Source: an optimization exercise on an open RTL-to-GDS flow (aim: small area, a short achievable clock period and few clock cycles). Production flows keep margins and buffers that such runs may drop.
At most, simulation tests tie the RTL to the original design; equivalence was not proved.

juniper:
// mest_pro
module mest_pro#(
    parameter OP_CODE_SIZE     = 4,
    parameter INSTRUCTION_SIZE = OP_CODE_SIZE + 8 + 8 + 8,
    parameter ROM_DEPTH = 65536
)(
    input clk,
    input i_reset_n,
    input i_start,
    output [$clog2(ROM_DEPTH)-1  :0] o_prog_counter,
    input [INSTRUCTION_SIZE-1    :0] i_instruction,
    output [8-1 :0] o_result,
    output o_valid_result,
    output o_carry,
    output o_zero_flag,
    output o_all_done
);
wire       issue;       
wire       run;         
wire       start;
wire [3:0] op   = i_instruction[27:24];
wire       is_jmp  = issue & (op == 4'd8);
wire       is_ret  = issue & (op == 4'd9);
wire       is_halt = issue & (op == 4'd15);
wire       x_s0, x_cin;
wire [7:0] x_a;
wire [7:1] x_bm;
wire [8:0] x_y;
wire       x_valid;
mest_pro_ctrlr u_ctrlr(
    .clk        (clk),
    .i_reset_n  (i_reset_n),
    .i_start    (i_start),
    .i_redirect (is_jmp | is_ret),
    .i_halt     (is_halt),
    .o_start    (start),
    .o_run      (run),
    .o_issue    (issue),
    .o_all_done (o_all_done)
);
mest_pro_fetch u_fetch(
    .clk            (clk),
    .i_reset_n      (i_reset_n),
    .i_run          (run),
    .i_start        (start),
    .i_halt         (is_halt),
    .i_jmp          (is_jmp),
    .i_ret          (is_ret),
    .i_const_K      (i_instruction[23:16]),
    .o_prog_counter (o_prog_counter)
);
mest_pro_decode u_decode(
    .clk        (clk),
    .i_reset_n  (i_reset_n),
    .i_issue    (issue),
    .i_instr    (i_instruction),
    .o_valid    (x_valid),
    .o_s0       (x_s0),
    .o_cin      (x_cin),
    .o_a        (x_a),
    .o_bm       (x_bm),
    .o_y        (x_y)
);
mest_pro_exec u_exec(
    .clk            (clk),
    .i_reset_n      (i_reset_n),
    .i_valid        (x_valid),
    .i_s0           (x_s0),
    .i_cin          (x_cin),
    .i_a            (x_a),
    .i_bm           (x_bm),
    .i_y            (x_y),
    .o_valid_result (o_valid_result),
    .o_result       (o_result),
    .o_carry        (o_carry),
    .o_zero_flag    (o_zero_flag)
);
endmodule
For scale: ~530 cells after synthesis, roughly 93 flip-flops, roughly 59 I/O pins.
==> module mest_pro_fetch, before the edit <==
module mest_pro_fetch(
    input  clk,
    input  i_reset_n,
    input  i_run,
    input  i_start,
    input  i_halt,
    input  i_jmp,
    input  i_ret,
    input  [7:0] i_const_K,
    output [15:0] o_prog_counter
);
reg [15:0] pc;
reg [15:0] ret_pc;
wire [3:0]  g  = {&pc[11:8], &pc[7:4], &pc[3:0], 1'b1};
wire [3:0]  gc = {g[3] & g[2] & g[1], g[2] & g[1], g[1], 1'b1};
reg  [15:0] cy;
integer i;
always @(*)
begin
    for (i = 0; i < 4; i = i + 1) begin
        cy[4*i]   = gc[i];
        cy[4*i+1] = gc[i] & pc[4*i];
        cy[4*i+2] = gc[i] & pc[4*i] & pc[4*i+1];
        cy[4*i+3] = gc[i] & pc[4*i] & pc[4*i+1] & pc[4*i+2];
    end
end
wire [15:0] pc_inc = pc ^ cy;
always @(posedge clk or negedge i_reset_n)
begin
    if (~i_reset_n) begin
        pc     <= 16'd0;
        ret_pc <= 16'd0;
    end else begin
        if (i_jmp)
            ret_pc <= pc;
        if (~i_run)
            pc <= {15'd0, i_start};
        else if (i_jmp)
            pc <= {8'd0, i_const_K};
        else if (i_ret)
            pc <= ret_pc;
        else if (i_halt)
            pc <= 16'd0;
        else
            pc <= pc_inc;
    end
end
assign o_prog_counter = pc;
endmodule
==> flow/config.mk <==
export PLATFORM = sky130hd
export DESIGN_NAME = mest_pro
export DESIGN_NICKNAME = mest_pro
export VERILOG_FILES = /design/flow/design.v
export SDC_FILE = /design/flow/constraint.sdc
export NUM_CORES = 4
export LEC_CHECK = 0
export ABC_AREA = 1
export CAP_MARGIN = 20
export CORE_MARGIN = 2
export CORE_UTILIZATION = 60
export CTS_BUF_LIST = sky130_fd_sc_hd__clkbuf_8
export SETUP_SLACK_MARGIN = 2.95
export SLEW_MARGIN = 20
==> flow/constraint.sdc <==
create_clock -name core_clock -period 5.0 [get_ports {clk}]
set_input_delay 1.0000 -clock core_clock [delete_from_list [all_inputs] [get_ports {clk}]]
set_output_delay 1.0000 -clock core_clock [all_outputs]
set_load 0.01 [all_outputs]
standard.sh (not shown) runs the stock make flow with config.mk's settings and CLKGATE_MAP_FILE= SYNTH_SCRIPT=/design/flow/synth_recipe.tcl, a recipe that flattens the netlist after the stock synthesis.
==> flow/flow/run.sh <==
#!/bin/bash
# Layout: the standard synthesis, then the standard ORFS steps with plain
# buffers (not delay cells) on the ports and free resizing.
set -euo pipefail
bash standard.sh synth > synth.log 2>&1
bash standard.sh BUFFER_PORTS_ARGS="-buffer_cell sky130_fd_sc_hd__buf_1" MATCH_CELL_FOOTPRINT=0 CTS_ARGS="-sink_clustering_enable -repair_clock_nets -buf_list sky130_fd_sc_hd__clkbuf_8 -dont_use_dummy_load" finish > layout.log 2>&1
> inputs changed (juniper -> delta)
==> flow/design.v, changed modules only <==
module mest_pro_fetch(
    input  clk,
    input  i_reset_n,
    input  i_run,
    input  i_start,
    input  i_halt,
    input  i_jmp,
    input  i_ret,
    input  [7:0] i_const_K,
    output [15:0] o_prog_counter
);
reg [15:0] pc;
reg [15:0] ret_pc;
wire [3:0]  g  = {&pc[11:8], &pc[7:4], &pc[3:0], 1'b1};
wire [3:0]  gc = {g[3] & g[2] & g[1], g[2] & g[1], g[1], 1'b1};
reg  [15:0] cy;
integer i;
always @(*)
begin
    for (i = 0; i < 4; i = i + 1) begin
        cy[4*i]   = gc[i];
        cy[4*i+1] = gc[i] & pc[4*i];
        cy[4*i+2] = gc[i] & pc[4*i] & pc[4*i+1];
        cy[4*i+3] = gc[i] & pc[4*i] & pc[4*i+1] & pc[4*i+2];
    end
end
wire [15:0] pc_inc = pc ^ cy;
wire [15:0] pc_seq = i_run ? pc_inc : {15'd0, i_start};
always @(posedge clk or negedge i_reset_n)
begin
    if (~i_reset_n) begin
        pc     <= 16'd0;
        ret_pc <= 16'd0;
    end else begin
        if (i_jmp)
            ret_pc <= pc;
        if (i_jmp)
            pc <= {8'd0, i_const_K};
        else if (i_ret)
            pc <= ret_pc;
        else if (i_halt)
            pc <= 16'd0;
        else
            pc <= pc_seq;
    end
end
assign o_prog_counter = pc;
endmodule
## What came out
Critical path depth: lower on juniper
Higher fraction of area in multi-input gates among delta and juniper: juniper
In summary, delta completed successfully, with a layout that passed the timing, design-rule and antenna checks.
delta vs juniper, setup slack went up by 0.014 ns.
On utilization, the lower figure sits with delta, not juniper.
Taking juniper as the reference point, the share of the clock period used by the worst path of delta falls by 0.28 points.
| worst-margin pin slew | lower: delta |
Testbench counts of delta, summed over its fixed seeds: cycles 7,274.
The RTL of juniper was laid out without a check of its function.

[what the ideal ports hide]
In the flow no input, the clock included, has a driving cell. The finished layouts below were timed again as built, in two steps. Step 1 (the two cells are an assumption about what drives the block):
set clk [get_ports {clk}]
set_driving_cell -lib_cell sky130_fd_sc_hd__clkbuf_16 $clk
set_driving_cell -lib_cell sky130_fd_sc_hd__buf_2 [delete_from_list [all_inputs] $clk]
Step 2 moves the port delays by t, midway between the first and last clock arrival at a register: inputs arrive t later, outputs are due t later. That takes back most of the time a late clock gives input paths. Slacks: no drivers / after step 1 / after step 2; pairs: no drivers / after step 1.
run	shift t [ns]	setup WS [ns]	hold slack, ns	clock arrival spread, ns
juniper	0.364	3.011 / 3.022 / 2.660	0.354 / 0.354 / 0.354	0.024 / 0.024
delta	0.368	3.025 / 3.024 / 2.722	0.343 / 0.343 / 0.343	0.027 / 0.026
After both steps setup and hold are still met in every run listed. The setup slack of juniper, which loses most, moves by +0.011 ns with the drivers and by -0.351 ns with both steps.
